This is an optimization exercise on Yosys and OpenROAD, whose aim is small area and a short achievable clock period, not a production implementation.
The RTL was checked by simulation tests, not by an equivalence proof against the original design.

==> flow/design.v, too long to show whole: its modules and the start of the top module <==
// module UC: 49 lines
// module MD: 3723 lines
// module j17_core: 132 lines
module j17_core (
  input         clk,
  input         rst,
  input  [31:0] instr,
  input  [17:0] sw,
  input         btn,
  output [31:0] pc,
  output [31:0] result,
  output [6:0]  display1,
  output [6:0]  display2,
  output [6:0]  display3
);
  // ...
==> flow/flow/run.sh <==
#!/bin/bash
set -uo pipefail
bash standard.sh SETUP_SLACK_MARGIN=40 SETUP_MOVE_SEQUENCE=sizeup SKIP_PIN_SWAP=1 \
  SKIP_GATE_CLONING=1 BUFFER_PORTS_ARGS="-buffer_cell sky130_fd_sc_hd__buf_2" finish > flow_make.log 2>&1
status=$?
tail -n 40 flow_make.log
exit $status
==> flow/standard.sh <==
#!/bin/bash
# synth_recipe.tcl (not shown) runs the flow's synth.tcl, then flattens the netlist and writes it again
# the make line also repeats each setting of config.mk as NAME=value (left out here)
make -C /OpenROAD-flow-scripts/flow DESIGN_CONFIG=/design/flow/config.mk WORK_HOME=/design/flow/orfs CLKGATE_MAP_FILE= SYNTH_SCRIPT=/design/flow/synth_recipe.tcl "${@:-finish}"
==> flow/config.mk <==
export PLATFORM = sky130hd
export DESIGN_NAME = j17_core
export DESIGN_NICKNAME = j17_core
export VERILOG_FILES = /design/flow/design.v
export SDC_FILE = /design/flow/constraint.sdc
export NUM_CORES = 4
export LEC_CHECK = 0
export ABC_AREA = 1
export CAP_MARGIN = 20
export CORE_MARGIN = 2
export CORE_UTILIZATION = 40
export CTS_BUF_LIST = sky130_fd_sc_hd__clkbuf_8
export PLACE_DENSITY = 0.6
export SLEW_MARGIN = 20
==> flow/constraint.sdc <==
create_clock -name core_clock -period 120.0 [get_ports {clk}]
set_input_delay 24.0000 -clock core_clock [delete_from_list [all_inputs] [get_ports {clk}]]
set_output_delay 24.0000 -clock core_clock [all_outputs]
set_load 0.01 [all_outputs]
==> flow_summary.json, run 1 <==
{
  "place_ws_ps": 26190,
  "setup_viol": 0,
  "grt_busiest_layer": "met2",
  "skew_ps": 89.3,
  "syn_nets": 10700,
  "hold_class": "reg -> reg",
  "status": "no timing/DRC/antenna violations",
  "wl_per_cell_um": 32.7,
  "multiInputGateArea_sq_mm": 0.0563,
  "synth_seq_area_share_pct": 23.1,
  "taps": 2526,
  "grt_overflow": 0,
  "cp_num_buf_inv": 47,
  "cts_resized": 271,
  "clkbuf_count": 108,
  "synth_ff_type": "edfxtp_1",
  "drc": 0,
  "mostFrequentLayoutCells": "inv_1, nand2_1, ha_1, a21oi_1, fa_1",
  "yosys_warnings": 2,
  "yosys-top-cells-area": "edfxtp_1, fa_1, ha_1, nand2_1, inv_1",
  "clk_transition_reported_paths_ps": 60,
  "cpPeakStageDelay_ps": 540,
  "die_x_um": 443,
  "fmax_mhz": 12.9,
  "cts_setup_buffers": 0,
  "synth_area_sq_mm": 0.0771,
  "timing.max_cap.violations": 0,
  "nFillCells": 18800,
  "clock_latency_ps": 850,
  "path_depth": 292,
  "grt_usage_pct": 39.1,
  "core_sq_mm": 0.192,
  "num_rows": 161,
  "final_hold_viol_count": 0,
  "synth_cell_types": 88,
  "drtIter0Drc": 10400,
  "nets": 10900,
  "area_growth_pct": 13.8
}
==> run 2: changes to the inputs <==
--- a/flow/design.v
+++ b/flow/design.v
@@ -195,17 +195,20 @@
   assign s30_3[1] = p30_3_0[2] ^ gg30_3_0;
   wire c30_1 = gg30_1_1 & hz1[30];
   wire c30_2 = gg30_2_1 & hz2[30];
   wire c30_3 = gg30_3_1 & hz3[30];
   wire u30_3 = div ? c30_3 : (b[31] & b[30]);
   wire u30_2 = div ? (c30_2 & ~c30_3) : (b[31] & ~b[30]);
   wire u30_1 = div ? (c30_1 & ~c30_2) : (~b[31] & b[30]);
   assign q[31] = c30_2; assign q[30] = c30_3 | (c30_1 & ~c30_2);
-  wire [31:0] r30 = {(u30_3 ? s30_3 : u30_2 ? s30_2 : u30_1 ? s30_1 : r32[31:30]), r32[29:0]};
+  wire h30 = div ? c30_2 : b[31];
+  wire l30_3 = div ? c30_3 : b[30];
+  wire l30_1 = div ? c30_1 : b[30];
+  wire [31:0] r30 = {(h30 ? (l30_3 ? s30_3 : s30_2) : (l30_1 ? s30_1 : r32[31:30])), r32[29:0]};
   wire [4:0] g28_1_0, p28_1_0;
   assign g28_1_0[0] = div; assign p28_1_0[0] = 1'b0;
   assign g28_1_0[4:1] = r30[31:28] & x1[3:0];
   assign p28_1_0[4:1] = r30[31:28] ^ x1[3:0];
   wire gg28_1_0 = g28_1_0[1] | (p28_1_0[1] & g28_1_0[0]);
   wire pp28_1_0 = p28_1_0[1] & p28_1_0[0];
   wire gg28_1_1 = g28_1_0[2] | (p28_1_0[2] & gg28_1_0);
   wire pp28_1_1 = p28_1_0[2] & pp28_1_0;
@@ -254,17 +257,20 @@
   assign s28_3[3] = p28_3_0[4] ^ gg28_3_2;
   wire c28_1 = gg28_1_3 & hz1[28];
   wire c28_2 = gg28_2_3 & hz2[28];
   wire c28_3 = gg28_3_3 & hz3[28];
   wire u28_3 = div ? c28_3 : (b[29] & b[28]);
   wire u28_2 = div ? (c28_2 & ~c28_3) : (b[29] & ~b[28]);
   wire u28_1 = div ? (c28_1 & ~c28_2) : (~b[29] & b[28]);
   assign q[29] = c28_2; assign q[28] = c28_3 | (c28_1 & ~c28_2);
-  wire [31:0] r28 = {(u28_3 ? s28_3 : u28_2 ? s28_2 : u28_1 ? s28_1 : r30[31:28]), r30[27:0]};
+  wire h28 = div ? c28_2 : b[29];
+  wire l28_3 = div ? c28_3 : b[28];
+  wire l28_1 = div ? c28_1 : b[28];
+  wire [31:0] r28 = {(h28 ? (l28_3 ? s28_3 : s28_2) : (l28_1 ? s28_1 : r30[31:28])), r30[27:0]};
   wire [6:0] g26_1_0, p26_1_0;
   assign g26_1_0[0] = div; assign p26_1_0[0] = 1'b0;
   assign g26_1_0[6:1] = r28[31:26] & x1[5:0];
   assign p26_1_0[6:1] = r28[31:26] ^ x1[5:0];
   wire bg26_1_1_2 = g26_1_0[2] | (p26_1_0[2] & g26_1_0[1]);
   wire bp26_1_1_2 = p26_1_0[2] & p26_1_0[1];
   wire bg26_1_1_3 = g26_1_0[3] | (p26_1_0[3] & bg26_1_1_2);
   wire bp26_1_1_3 = p26_1_0[3] & bp26_1_1_2;
@@ -343,17 +349,20 @@
   assign s26_3[5] = p26_3_0[6] ^ c26_3_5;
   wire c26_1 = gg26_1_1 & hz1[26];
   wire c26_2 = gg26_2_1 & hz2[26];
   wire c26_3 = gg26_3_1 & hz3[26];
   wire u26_3 = div ? c26_3 : (b[27] & b[26]);
   wire u26_2 = div ? (c26_2 & ~c26_3) : (b[27] & ~b[26]);
   wire u26_1 = div ? (c26_1 & ~c26_2) : (~b[27] & b[26]);
   assign q[27] = c26_2; assign q[26] = c26_3 | (c26_1 & ~c26_2);
-  wire [31:0] r26 = {(u26_3 ? s26_3 : u26_2 ? s26_2 : u26_1 ? s26_1 : r28[31:26]), r28[25:0]};
+  wire h26 = div ? c26_2 : b[27];
+  wire l26_3 = div ? c26_3 : b[26];
+  wire l26_1 = div ? c26_1 : b[26];
+  wire [31:0] r26 = {(h26 ? (l26_3 ? s26_3 : s26_2) : (l26_1 ? s26_1 : r28[31:26])), r28[25:0]};
   wire [8:0] g24_1_0, p24_1_0;
   assign g24_1_0[0] = div; assign p24_1_0[0] = 1'b0;
   assign g24_1_0[8:1] = r26[31:24] & x1[7:0];
   assign p24_1_0[8:1] = r26[31:24] ^ x1[7:0];
   wire bg24_1_1_2 = g24_1_0[2] | (p24_1_0[2] & g24_1_0[1]);
   wire bp24_1_1_2 = p24_1_0[2] & p24_1_0[1];
   wire bg24_1_1_3 = g24_1_0[3] | (p24_1_0[3] & bg24_1_1_2);
   wire bp24_1_1_3 = p24_1_0[3] & bp24_1_1_2;
@@ -456,17 +465,20 @@
   assign s24_3[7] = p24_3_0[8] ^ c24_3_7;
   wire c24_1 = gg24_1_1 & hz1[24];
   wire c24_2 = gg24_2_1 & hz2[24];
   wire c24_3 = gg24_3_1 & hz3[24];
   wire u24_3 = div ? c24_3 : (b[25] & b[24]);
   wire u24_2 = div ? (c24_2 & ~c24_3) : (b[25] & ~b[24]);
   wire u24_1 = div ? (c24_1 & ~c24_2) : (~b[25] & b[24]);
   assign q[25] = c24_2; assign q[24] = c24_3 | (c24_1 & ~c24_2);
-  wire [31:0] r24 = {(u24_3 ? s24_3 : u24_2 ? s24_2 : u24_1 ? s24_1 : r26[31:24]), r26[23:0]};
+  wire h24 = div ? c24_2 : b[25];
+  wire l24_3 = div ? c24_3 : b[24];
+  wire l24_1 = div ? c24_1 : b[24];
+  wire [31:0] r24 = {(h24 ? (l24_3 ? s24_3 : s24_2) : (l24_1 ? s24_1 : r26[31:24])), r26[23:0]};
   wire [10:0] g22_1_0, p22_1_0;
   assign g22_1_0[0] = div; assign p22_1_0[0] = 1'b0;
   assign g22_1_0[10:1] = r24[31:22] & x1[9:0];
   assign p22_1_0[10:1] = r24[31:22] ^ x1[9:0];
   wire bg22_1_1_2 = g22_1_0[2] | (p22_1_0[2] & g22_1_0[1]);
   wire bp22_1_1_2 = p22_1_0[2] & p22_1_0[1];
   wire bg22_1_1_3 = g22_1_0[3] | (p22_1_0[3] & bg22_1_1_2);
   wire bp22_1_1_3 = p22_1_0[3] & bp22_1_1_2;
@@ -596,17 +608,20 @@
   assign s22_3[9] = p22_3_0[10] ^ c22_3_9;
   wire c22_1 = gg22_1_3 & hz1[22];
   wire c22_2 = gg22_2_3 & hz2[22];
   wire c22_3 = gg22_3_3 & hz3[22];
   wire u22_3 = div ? c22_3 : (b[23] & b[22]);
   wire u22_2 = div ? (c22_2 & ~c22_3) : (b[23] & ~b[22]);
   wire u22_1 = div ? (c22_1 & ~c22_2) : (~b[23] & b[22]);
   assign q[23] = c22_2; assign q[22] = c22_3 | (c22_1 & ~c22_2);
-  wire [31:0] r22 = {(u22_3 ? s22_3 : u22_2 ? s22_2 : u22_1 ? s22_1 : r24[31:22]), r24[21:0]};
+  wire h22 = div ? c22_2 : b[23];
+  wire l22_3 = div ? c22_3 : b[22];
+  wire l22_1 = div ? c22_1 : b[22];
+  wire [31:0] r22 = {(h22 ? (l22_3 ? s22_3 : s22_2) : (l22_1 ? s22_1 : r24[31:22])), r24[21:0]};
   wire [12:0] g20_1_0, p20_1_0;
   assign g20_1_0[0] = div; assign p20_1_0[0] = 1'b0;
   assign g20_1_0[12:1] = r22[31:20] & x1[11:0];
   assign p20_1_0[12:1] = r22[31:20] ^ x1[11:0];
   wire bg20_1_1_2 = g20_1_0[2] | (p20_1_0[2] & g20_1_0[1]);
   wire bp20_1_1_2 = p20_1_0[2] & p20_1_0[1];
   wire bg20_1_1_3 = g20_1_0[3] | (p20_1_0[3] & bg20_1_1_2);
   wire bp20_1_1_3 = p20_1_0[3] & bp20_1_1_2;
@@ -760,17 +775,20 @@
   assign s20_3[11] = p20_3_0[12] ^ c20_3_11;
   wire c20_1 = gg20_1_3 & hz1[20];
   wire c20_2 = gg20_2_3 & hz2[20];
   wire c20_3 = gg20_3_3 & hz3[20];
   wire u20_3 = div ? c20_3 : (b[21] & b[20]);
   wire u20_2 = div ? (c20_2 & ~c20_3) : (b[21] & ~b[20]);
   wire u20_1 = div ? (c20_1 & ~c20_2) : (~b[21] & b[20]);
   assign q[21] = c20_2; assign q[20] = c20_3 | (c20_1 & ~c20_2);
-  wire [31:0] r20 = {(u20_3 ? s20_3 : u20_2 ? s20_2 : u20_1 ? s20_1 : r22[31:20]), r22[19:0]};
+  wire h20 = div ? c20_2 : b[21];
+  wire l20_3 = div ? c20_3 : b[20];
+  wire l20_1 = div ? c20_1 : b[20];
+  wire [31:0] r20 = {(h20 ? (l20_3 ? s20_3 : s20_2) : (l20_1 ? s20_1 : r22[31:20])), r22[19:0]};
   wire [14:0] g18_1_0, p18_1_0;
   assign g18_1_0[0] = div; assign p18_1_0[0] = 1'b0;
   assign g18_1_0[14:1] = r20[31:18] & x1[13:0];
   assign p18_1_0[14:1] = r20[31:18] ^ x1[13:0];
   wire bg18_1_1_2 = g18_1_0[2] | (p18_1_0[2] & g18_1_0[1]);
   wire bp18_1_1_2 = p18_1_0[2] & p18_1_0[1];
   wire bg18_1_1_3 = g18_1_0[3] | (p18_1_0[3] & bg18_1_1_2);
   wire bp18_1_1_3 = p18_1_0[3] & bp18_1_1_2;
@@ -945,17 +963,20 @@
   assign s18_3[13] = p18_3_0[14] ^ c18_3_13;
   wire c18_1 = gg18_1_4 & hz1[18];
   wire c18_2 = gg18_2_4 & hz2[18];
   wire c18_3 = gg18_3_4 & hz3[18];
   wire u18_3 = div ? c18_3 : (b[19] & b[18]);
   wire u18_2 = div ? (c18_2 & ~c18_3) : (b[19] & ~b[18]);
   wire u18_1 = div ? (c18_1 & ~c18_2) : (~b[19] & b[18]);
   assign q[19] = c18_2; assign q[18] = c18_3 | (c18_1 & ~c18_2);
-  wire [31:0] r18 = {(u18_3 ? s18_3 : u18_2 ? s18_2 : u18_1 ? s18_1 : r20[31:18]), r20[17:0]};
+  wire h18 = div ? c18_2 : b[19];
+  wire l18_3 = div ? c18_3 : b[18];
+  wire l18_1 = div ? c18_1 : b[18];
+  wire [31:0] r18 = {(h18 ? (l18_3 ? s18_3 : s18_2) : (l18_1 ? s18_1 : r20[31:18])), r20[17:0]};
   wire [16:0] g16_1_0, p16_1_0;
   assign g16_1_0[0] = div; assign p16_1_0[0] = 1'b0;
   assign g16_1_0[16:1] = r18[31:16] & x1[15:0];
   assign p16_1_0[16:1] = r18[31:16] ^ x1[15:0];
   wire bg16_1_1_2 = g16_1_0[2] | (p16_1_0[2] & g16_1_0[1]);
   wire bp16_1_1_2 = p16_1_0[2] & p16_1_0[1];
   wire bg16_1_1_3 = g16_1_0[3] | (p16_1_0[3] & bg16_1_1_2);
   wire bp16_1_1_3 = p16_1_0[3] & bp16_1_1_2;
@@ -1154,17 +1175,20 @@
   assign s16_3[15] = p16_3_0[16] ^ c16_3_15;
   wire c16_1 = gg16_1_4 & hz1[16];
   wire c16_2 = gg16_2_4 & hz2[16];
   wire c16_3 = gg16_3_4 & hz3[16];
   wire u16_3 = div ? c16_3 : (b[17] & b[16]);
   wire u16_2 = div ? (c16_2 & ~c16_3) : (b[17] & ~b[16]);
   wire u16_1 = div ? (c16_1 & ~c16_2) : (~b[17] & b[16]);
   assign q[17] = c16_2; assign q[16] = c16_3 | (c16_1 & ~c16_2);
-  wire [31:0] r16 = {(u16_3 ? s16_3 : u16_2 ? s16_2 : u16_1 ? s16_1 : r18[31:16]), r18[15:0]};
+  wire h16 = div ? c16_2 : b[17];
+  wire l16_3 = div ? c16_3 : b[16];
+  wire l16_1 = div ? c16_1 : b[16];
+  wire [31:0] r16 = {(h16 ? (l16_3 ? s16_3 : s16_2) : (l16_1 ? s16_1 : r18[31:16])), r18[15:0]};
   wire [18:0] g14_1_0, p14_1_0;
   assign g14_1_0[0] = div; assign p14_1_0[0] = 1'b0;
   assign g14_1_0[18:1] = r16[31:14] & x1[17:0];
   assign p14_1_0[18:1] = r16[31:14] ^ x1[17:0];
   wire bg14_1_1_2 = g14_1_0[2] | (p14_1_0[2] & g14_1_0[1]);
   wire bp14_1_1_2 = p14_1_0[2] & p14_1_0[1];
   wire bg14_1_1_3 = g14_1_0[3] | (p14_1_0[3] & bg14_1_1_2);
   wire bp14_1_1_3 = p14_1_0[3] & bp14_1_1_2;
@@ -1390,17 +1414,20 @@
   assign s14_3[17] = p14_3_0[18] ^ c14_3_17;
   wire c14_1 = gg14_1_6 & hz1[14];
   wire c14_2 = gg14_2_6 & hz2[14];
   wire c14_3 = gg14_3_6 & hz3[14];
   wire u14_3 = div ? c14_3 : (b[15] & b[14]);
   wire u14_2 = div ? (c14_2 & ~c14_3) : (b[15] & ~b[14]);
   wire u14_1 = div ? (c14_1 & ~c14_2) : (~b[15] & b[14]);
   assign q[15] = c14_2; assign q[14] = c14_3 | (c14_1 & ~c14_2);
-  wire [31:0] r14 = {(u14_3 ? s14_3 : u14_2 ? s14_2 : u14_1 ? s14_1 : r16[31:14]), r16[13:0]};
+  wire h14 = div ? c14_2 : b[15];
+  wire l14_3 = div ? c14_3 : b[14];
+  wire l14_1 = div ? c14_1 : b[14];
+  wire [31:0] r14 = {(h14 ? (l14_3 ? s14_3 : s14_2) : (l14_1 ? s14_1 : r16[31:14])), r16[13:0]};
   wire [20:0] g12_1_0, p12_1_0;
   assign g12_1_0[0] = div; assign p12_1_0[0] = 1'b0;
   assign g12_1_0[20:1] = r14[31:12] & x1[19:0];
   assign p12_1_0[20:1] = r14[31:12] ^ x1[19:0];
   wire bg12_1_1_2 = g12_1_0[2] | (p12_1_0[2] & g12_1_0[1]);
   wire bp12_1_1_2 = p12_1_0[2] & p12_1_0[1];
   wire bg12_1_1_3 = g12_1_0[3] | (p12_1_0[3] & bg12_1_1_2);
   wire bp12_1_1_3 = p12_1_0[3] & bp12_1_1_2;
@@ -1650,17 +1677,20 @@
   assign s12_3[19] = p12_3_0[20] ^ c12_3_19;
   wire c12_1 = gg12_1_6 & hz1[12];
   wire c12_2 = gg12_2_6 & hz2[12];
   wire c12_3 = gg12_3_6 & hz3[12];
   wire u12_3 = div ? c12_3 : (b[13] & b[12]);
   wire u12_2 = div ? (c12_2 & ~c12_3) : (b[13] & ~b[12]);
   wire u12_1 = div ? (c12_1 & ~c12_2) : (~b[13] & b[12]);
   assign q[13] = c12_2; assign q[12] = c12_3 | (c12_1 & ~c12_2);
-  wire [31:0] r12 = {(u12_3 ? s12_3 : u12_2 ? s12_2 : u12_1 ? s12_1 : r14[31:12]), r14[11:0]};
+  wire h12 = div ? c12_2 : b[13];
+  wire l12_3 = div ? c12_3 : b[12];
+  wire l12_1 = div ? c12_1 : b[12];
+  wire [31:0] r12 = {(h12 ? (l12_3 ? s12_3 : s12_2) : (l12_1 ? s12_1 : r14[31:12])), r14[11:0]};
   wire [22:0] g10_1_0, p10_1_0;
   assign g10_1_0[0] = div; assign p10_1_0[0] = 1'b0;
   assign g10_1_0[22:1] = r12[31:10] & x1[21:0];
   assign p10_1_0[22:1] = r12[31:10] ^ x1[21:0];
   wire bg10_1_1_2 = g10_1_0[2] | (p10_1_0[2] & g10_1_0[1]);
   wire bp10_1_1_2 = p10_1_0[2] & p10_1_0[1];
   wire bg10_1_1_3 = g10_1_0[3] | (p10_1_0[3] & bg10_1_1_2);
   wire bp10_1_1_3 = p10_1_0[3] & bp10_1_1_2;
@@ -1937,17 +1967,20 @@
   assign s10_3[21] = p10_3_0[22] ^ c10_3_21;
   wire c10_1 = gg10_1_8 & hz1[10];
   wire c10_2 = gg10_2_8 & hz2[10];
   wire c10_3 = gg10_3_8 & hz3[10];
   wire u10_3 = div ? c10_3 : (b[11] & b[10]);
   wire u10_2 = div ? (c10_2 & ~c10_3) : (b[11] & ~b[10]);
   wire u10_1 = div ? (c10_1 & ~c10_2) : (~b[11] & b[10]);
   assign q[11] = c10_2; assign q[10] = c10_3 | (c10_1 & ~c10_2);
-  wire [31:0] r10 = {(u10_3 ? s10_3 : u10_2 ? s10_2 : u10_1 ? s10_1 : r12[31:10]), r12[9:0]};
+  wire h10 = div ? c10_2 : b[11];
+  wire l10_3 = div ? c10_3 : b[10];
+  wire l10_1 = div ? c10_1 : b[10];
+  wire [31:0] r10 = {(h10 ? (l10_3 ? s10_3 : s10_2) : (l10_1 ? s10_1 : r12[31:10])), r12[9:0]};
   wire [24:0] g8_1_0, p8_1_0;
   assign g8_1_0[0] = div; assign p8_1_0[0] = 1'b0;
   assign g8_1_0[24:1] = r10[31:8] & x1[23:0];
   assign p8_1_0[24:1] = r10[31:8] ^ x1[23:0];
   wire bg8_1_1_2 = g8_1_0[2] | (p8_1_0[2] & g8_1_0[1]);
   wire bp8_1_1_2 = p8_1_0[2] & p8_1_0[1];
   wire bg8_1_1_3 = g8_1_0[3] | (p8_1_0[3] & bg8_1_1_2);
   wire bp8_1_1_3 = p8_1_0[3] & bp8_1_1_2;
@@ -2248,17 +2281,20 @@
   assign s8_3[23] = p8_3_0[24] ^ c8_3_23;
   wire c8_1 = gg8_1_8 & hz1[8];
   wire c8_2 = gg8_2_8 & hz2[8];
   wire c8_3 = gg8_3_8 & hz3[8];
   wire u8_3 = div ? c8_3 : (b[9] & b[8]);
   wire u8_2 = div ? (c8_2 & ~c8_3) : (b[9] & ~b[8]);
   wire u8_1 = div ? (c8_1 & ~c8_2) : (~b[9] & b[8]);
   assign q[9] = c8_2; assign q[8] = c8_3 | (c8_1 & ~c8_2);
-  wire [31:0] r8 = {(u8_3 ? s8_3 : u8_2 ? s8_2 : u8_1 ? s8_1 : r10[31:8]), r10[7:0]};
+  wire h8 = div ? c8_2 : b[9];
+  wire l8_3 = div ? c8_3 : b[8];
+  wire l8_1 = div ? c8_1 : b[8];
+  wire [31:0] r8 = {(h8 ? (l8_3 ? s8_3 : s8_2) : (l8_1 ? s8_1 : r10[31:8])), r10[7:0]};
   wire [26:0] g6_1_0, p6_1_0;
   assign g6_1_0[0] = div; assign p6_1_0[0] = 1'b0;
   assign g6_1_0[26:1] = r8[31:6] & x1[25:0];
   assign p6_1_0[26:1] = r8[31:6] ^ x1[25:0];
   wire bg6_1_1_2 = g6_1_0[2] | (p6_1_0[2] & g6_1_0[1]);
   wire bp6_1_1_2 = p6_1_0[2] & p6_1_0[1];
   wire bg6_1_1_3 = g6_1_0[3] | (p6_1_0[3] & bg6_1_1_2);
   wire bp6_1_1_3 = p6_1_0[3] & bp6_1_1_2;
@@ -2592,17 +2628,20 @@
   assign s6_3[25] = p6_3_0[26] ^ c6_3_25;
   wire c6_1 = gg6_1_11 & hz1[6];
   wire c6_2 = gg6_2_11 & hz2[6];
   wire c6_3 = gg6_3_11 & hz3[6];
   wire u6_3 = div ? c6_3 : (b[7] & b[6]);
   wire u6_2 = div ? (c6_2 & ~c6_3) : (b[7] & ~b[6]);
   wire u6_1 = div ? (c6_1 & ~c6_2) : (~b[7] & b[6]);
   assign q[7] = c6_2; assign q[6] = c6_3 | (c6_1 & ~c6_2);
-  wire [31:0] r6 = {(u6_3 ? s6_3 : u6_2 ? s6_2 : u6_1 ? s6_1 : r8[31:6]), r8[5:0]};
+  wire h6 = div ? c6_2 : b[7];
+  wire l6_3 = div ? c6_3 : b[6];
+  wire l6_1 = div ? c6_1 : b[6];
+  wire [31:0] r6 = {(h6 ? (l6_3 ? s6_3 : s6_2) : (l6_1 ? s6_1 : r8[31:6])), r8[5:0]};
   wire [28:0] g4_1_0, p4_1_0;
   assign g4_1_0[0] = div; assign p4_1_0[0] = 1'b0;
   assign g4_1_0[28:1] = r6[31:4] & x1[27:0];
   assign p4_1_0[28:1] = r6[31:4] ^ x1[27:0];
   wire bg4_1_1_2 = g4_1_0[2] | (p4_1_0[2] & g4_1_0[1]);
   wire bp4_1_1_2 = p4_1_0[2] & p4_1_0[1];
   wire bg4_1_1_3 = g4_1_0[3] | (p4_1_0[3] & bg4_1_1_2);
   wire bp4_1_1_3 = p4_1_0[3] & bp4_1_1_2;
@@ -2960,17 +2999,20 @@
   assign s4_3[27] = p4_3_0[28] ^ c4_3_27;
   wire c4_1 = gg4_1_11 & hz1[4];
   wire c4_2 = gg4_2_11 & hz2[4];
   wire c4_3 = gg4_3_11 & hz3[4];
   wire u4_3 = div ? c4_3 : (b[5] & b[4]);
   wire u4_2 = div ? (c4_2 & ~c4_3) : (b[5] & ~b[4]);
   wire u4_1 = div ? (c4_1 & ~c4_2) : (~b[5] & b[4]);
   assign q[5] = c4_2; assign q[4] = c4_3 | (c4_1 & ~c4_2);
-  wire [31:0] r4 = {(u4_3 ? s4_3 : u4_2 ? s4_2 : u4_1 ? s4_1 : r6[31:4]), r6[3:0]};
+  wire h4 = div ? c4_2 : b[5];
+  wire l4_3 = div ? c4_3 : b[4];
+  wire l4_1 = div ? c4_1 : b[4];
+  wire [31:0] r4 = {(h4 ? (l4_3 ? s4_3 : s4_2) : (l4_1 ? s4_1 : r6[31:4])), r6[3:0]};
   wire [30:0] g2_1_0, p2_1_0;
   assign g2_1_0[0] = div; assign p2_1_0[0] = 1'b0;
   assign g2_1_0[30:1] = r4[31:2] & x1[29:0];
   assign p2_1_0[30:1] = r4[31:2] ^ x1[29:0];
   wire bg2_1_1_2 = g2_1_0[2] | (p2_1_0[2] & g2_1_0[1]);
   wire bp2_1_1_2 = p2_1_0[2] & p2_1_0[1];
   wire bg2_1_1_3 = g2_1_0[3] | (p2_1_0[3] & bg2_1_1_2);
   wire bp2_1_1_3 = p2_1_0[3] & bp2_1_1_2;
@@ -3349,17 +3391,20 @@
   assign s2_3[29] = p2_3_0[30] ^ c2_3_29;
   wire c2_1 = gg2_1_12 & hz1[2];
   wire c2_2 = gg2_2_12 & hz2[2];
   wire c2_3 = gg2_3_12 & hz3[2];
   wire u2_3 = div ? c2_3 : (b[3] & b[2]);
   wire u2_2 = div ? (c2_2 & ~c2_3) : (b[3] & ~b[2]);
   wire u2_1 = div ? (c2_1 & ~c2_2) : (~b[3] & b[2]);
   assign q[3] = c2_2; assign q[2] = c2_3 | (c2_1 & ~c2_2);
-  wire [31:0] r2 = {(u2_3 ? s2_3 : u2_2 ? s2_2 : u2_1 ? s2_1 : r4[31:2]), r4[1:0]};
+  wire h2 = div ? c2_2 : b[3];
+  wire l2_3 = div ? c2_3 : b[2];
+  wire l2_1 = div ? c2_1 : b[2];
+  wire [31:0] r2 = {(h2 ? (l2_3 ? s2_3 : s2_2) : (l2_1 ? s2_1 : r4[31:2])), r4[1:0]};
   wire [32:0] g0_1_0, p0_1_0;
   assign g0_1_0[0] = div; assign p0_1_0[0] = 1'b0;
   assign g0_1_0[32:1] = r2[31:0] & x1[31:0];
   assign p0_1_0[32:1] = r2[31:0] ^ x1[31:0];
   wire bg0_1_1_2 = g0_1_0[2] | (p0_1_0[2] & g0_1_0[1]);
   wire bp0_1_1_2 = p0_1_0[2] & p0_1_0[1];
   wire bg0_1_1_3 = g0_1_0[3] | (p0_1_0[3] & bg0_1_1_2);
   wire bp0_1_1_3 = p0_1_0[3] & bp0_1_1_2;
@@ -3762,17 +3807,20 @@
   assign s0_3[31] = p0_3_0[32] ^ c0_3_31;
   wire c0_1 = gg0_1_12 & hz1[0];
   wire c0_2 = gg0_2_12 & hz2[0];
   wire c0_3 = gg0_3_12 & hz3[0];
   wire u0_3 = div ? c0_3 : (b[1] & b[0]);
   wire u0_2 = div ? (c0_2 & ~c0_3) : (b[1] & ~b[0]);
   wire u0_1 = div ? (c0_1 & ~c0_2) : (~b[1] & b[0]);
   assign q[1] = c0_2; assign q[0] = c0_3 | (c0_1 & ~c0_2);
-  wire [31:0] r0 = (u0_3 ? s0_3 : u0_2 ? s0_2 : u0_1 ? s0_1 : r2[31:0]);
+  wire h0 = div ? c0_2 : b[1];
+  wire l0_3 = div ? c0_3 : b[0];
+  wire l0_1 = div ? c0_1 : b[0];
+  wire [31:0] r0 = (h0 ? (l0_3 ? s0_3 : s0_2) : (l0_1 ? s0_1 : r2[31:0]));
   assign acc = r0;
 endmodule
 module j17_core (
   input         clk,
   input         rst,
   input  [31:0] instr,
   input  [17:0] sw,
   input         btn,
==> flow/flow/run.sh (replaced) <==
#!/bin/bash
set -uo pipefail
bash standard.sh SETUP_SLACK_MARGIN=40 finish > flow_make.log 2>&1
status=$?
tail -n 40 flow_make.log
exit $status
==> flow/config.mk (replaced) <==
export PLATFORM = sky130hd
export DESIGN_NAME = j17_core
export DESIGN_NICKNAME = j17_core
export VERILOG_FILES = /design/flow/design.v
export SDC_FILE = /design/flow/constraint.sdc
export NUM_CORES = 4
export LEC_CHECK = 0
export ABC_AREA = 1
export CAP_MARGIN = 20
export CORE_MARGIN = 2
export CORE_UTILIZATION = 40
export PLACE_DENSITY = 0.6
export SLEW_MARGIN = 20
==> flow_summary.json, run 2 <==
{
  "port_buffers": 137,
  "nets": 11300,
  "crit_path_end": "D7[16]",
  "clock_latency_ps": 680,
  "die_x_um": 450,
  "core_sq_mm": 0.198,
  "yosys_warnings": 2,
  "grt_pass1_vias": 77400,
  "fin_cells": 12500,
  "ys_ff_latch": 619,
  "skew_ps": 40.4,
  "clk_transition_reported_paths_ps": 70,
  "fin_crit_sh_pct": 64.2,
  "synth_enable_flop_cells": 544,
  "synthCells": 9589,
  "start_util_pct": 40.3,
  "nFillCells": 19400,
  "drc": 0,
  "mostFrequentLayoutCells": "nand2_1, inv_1, ha_1, a21oi_1, o21ai_0",
  "grt_overflow": 0,
  "ant_nets": 0,
  "required_ps": 120400,
  "grt_usage_pct": 36.8,
  "synth_area_sq_mm": 0.0797,
  "timing.max_cap.violations": 0,
  "critPathLaunchType": "input port",
  "critPathLaunch": "instr[23]",
  "via_per_inst": 6.38,
  "dp_hpwl_um": 281000,
  "wirelength_um": 388000,
  "status": "no timing/DRC/antenna violations",
  "fin_setup_tns_ps": 0,
  "synth_ff_type": "edfxtp_1",
  "die_y_um": 450,
  "synth_cell_types": 101,
  "largest_reg_flops": 256,
  "fmax_mhz": 13.0,
  "reg2regPathDepth": 294,
  "cpPeakStageDelay_ps": 560,
  "antenna_found_initial": 13,
  "drtIter0Drc": 10600,
  "synth_seq_area_share_pct": 22.4,
  "synth_common_cells": "nand2_1, inv_1, ha_1, a21oi_1, o21ai_0",
  "hold_depth": 2,
  "reg2reg_from": "SP[0]",
  "setup_viol": 0,
  "drive_gt1_share_pct": 11.4,
  "yosys-top-cells-area": "edfxtp_1, fa_1, ha_1, nand2_1, inv_1",
  "reg2reg_slack_ps": 66590,
  "timing.final.ws_setup_ps": 42990,
  "endpoint_kind": "flop",
  "cts_made_buffers": 61,
  "arrival_ps": 77410,
  "maxSlewHeadroom_pct": 18.2,
  "hold_class": "reg -> reg",
  "synth.avg_cell_area_sq_um": 8.31,
  "clockBufferDepth": 3,
  "tightest_slew_ps": 1230,
  "min_period_ps": 77010,
  "cts_max_level": 2,
  "synth-async-reset-ratio_pct": 0,
  "num_rows": 163,
  "cts_tree": "built",
  "grt_max_degree": 59,
  "synth_top_area_share_pct": 20.5,
  "die_area_sq_mm": 0.203,
  "boundaryPins": 138,
  "critPathSlowestCell": "clkdlybuf4s50_1",
  "rsz0062_at_grt": "false",
  "wl_per_cell_um": 30.9,
  "vias": 80000,
  "first_pass_iters": 12,
  "yosysTopAreaCell": "edfxtp_1",
  "place_ws_ps": 30700,
  "final_hold_viol_count": 0,
  "path_class": "in -> reg",
  "clock-root-buffer": "clkbuf_16",
  "crit-reg2reg-capture": "D7[16]",
  "drv_slew": 0,
  "place_congestion": 1.08,
  "cts.sinks": 619,
  "final_common_cell": "nand2_1",
  "dp_cells": 12300,
  "yosysMostFrequentCell": "nand2_1",
  "area_growth_pct": 11.7,
  "regMostFlops": "R",
  "grt_pass1_wl_um": 546000,
  "fin_hold_ws_ps": 532,
  "critPathMaxFanout": 44,
  "crit_top_cell": "nand2_1",
  "syn_nets": 11100
}
run 2: worst min-delay path by stage:
| stage | from | end | slack, ps |
|---|---|---|---|
| 3_5_place_dp | SP[4] | SP[4] | 520 |
| 4_1_cts | SP[4] | SP[4] | 520 |
| 2_1_floorplan | SP[4] | SP[4] | 480 |
| 5_1_grt | SP[9] | SP[9] | 570 |
| 3_3_place_gp | SP[4] | SP[4] | 520 |
| 6_report | SP[4] | SP[4] | 530 |
run 2: routing by layer:
| layer | global-route usage [%] | wire [um] |
|---|---|---|
| met5 | 0 | 24 |
| met4 | 32.4 | 41300 |
| met3 | 8.81 | 43900 |
| met2 | 55.2 | 164000 |
| met1 | 44.0 | 139000 |
run 2: area by class of cell:
| type | count | area, sq um | share of cell area (%) |
|---|---|---|---|
| diodes | 14 | 35.0 | 0.0394 |
| clock buffers | 71 | 1560 | 1.76 |
| clock inverters | 42 | 457 | 0.513 |
| inverters | 1247 | 4860 | 5.46 |
| multi-input cells | 7354 | 56300 | 63.2 |
| flip-flops and latches | 619 | 17800 | 20.0 |
| well taps | 2640 | 3300 | 3.71 |
| repair buffers | 552 | 4620 | 5.19 |
| repair inverters | 7 | 40.0 | 0.0450 |
run 2: stage by stage:
| stage | cell area, sq um | util [%] |
|---|---|---|
| floorplan | 79700 | - |
| global placement | 84900 | 43.0 |
| detailed placement | 84900 | 43.0 |
| CTS | 87700 | 44.4 |
| global route | 89000 | 45.0 |
| finish | 89000 | 45.0 |
run 2: logic make-up (layout without fill, tap and decap cells):
logic type               Yosys count  after routing  share of synthesized area (%)
AND/OR/NAND/NOR                 2931           2932                           16.6
AO/OA/AOI/OAI                   2667           2667                           20.9
buffers and inverters           1617           1919                           9.00
adder cells (fa/ha/maj)         1410           1410                           27.3
flip-flops                       619            619                           22.4
XOR/XNOR                         344            344                           3.78
multiplexers                       1              1                         0.0126
other                              0             14                              0
run 2: critical path, delay by kind of cell:
family | cells | cell delay (ps)
fa+ha+maj | 22 | 7840
simple gates | 98 | 14950
buf+inv | 57 | 10930
compound gates | 104 | 19200
xor+xnor | 1 | 200
run 2: timing repair:
action	in CTS	in global routing
pin swaps	8	27
setup buffers	26	79
hold buffers	0	0
gates cloned	5	3
gates resized for setup	142	173
setup endpoints to repair	576	576

afterwards: timing with drivers on the ports:
How much do the figures lean on ideal ports? The routed layouts below were timed once more, with nothing changed but the port constraints. Step 1 assumes that a clkbuf_16 drives the clock port and a buf_2 every other input. Step 2 also shifts input and output timing later by t, the mid clock arrival at the registers, as if the neighbouring blocks saw the same clock. Slacks: no drivers / after step 1 / after step 2; pairs: no drivers / after step 1.
| run | t (ns) | setup slack, ns | latest minus earliest clock arrival (ns) | worst slew at a driven data input, ns |
|---|---|---|---|---|
| run 1 | 0.887 | 42.489 / 42.416 / 41.529 | 0.089 / 0.089 | 0.17 |
| run 2 | 0.732 | 42.993 / 43.010 / 42.277 | 0.040 / 0.041 | 0.22 |
After both steps every run listed still meets setup and hold. For run 1, which loses most, drivers alone change the setup slack by -0.073 ns; drivers and shift together by -0.960 ns.
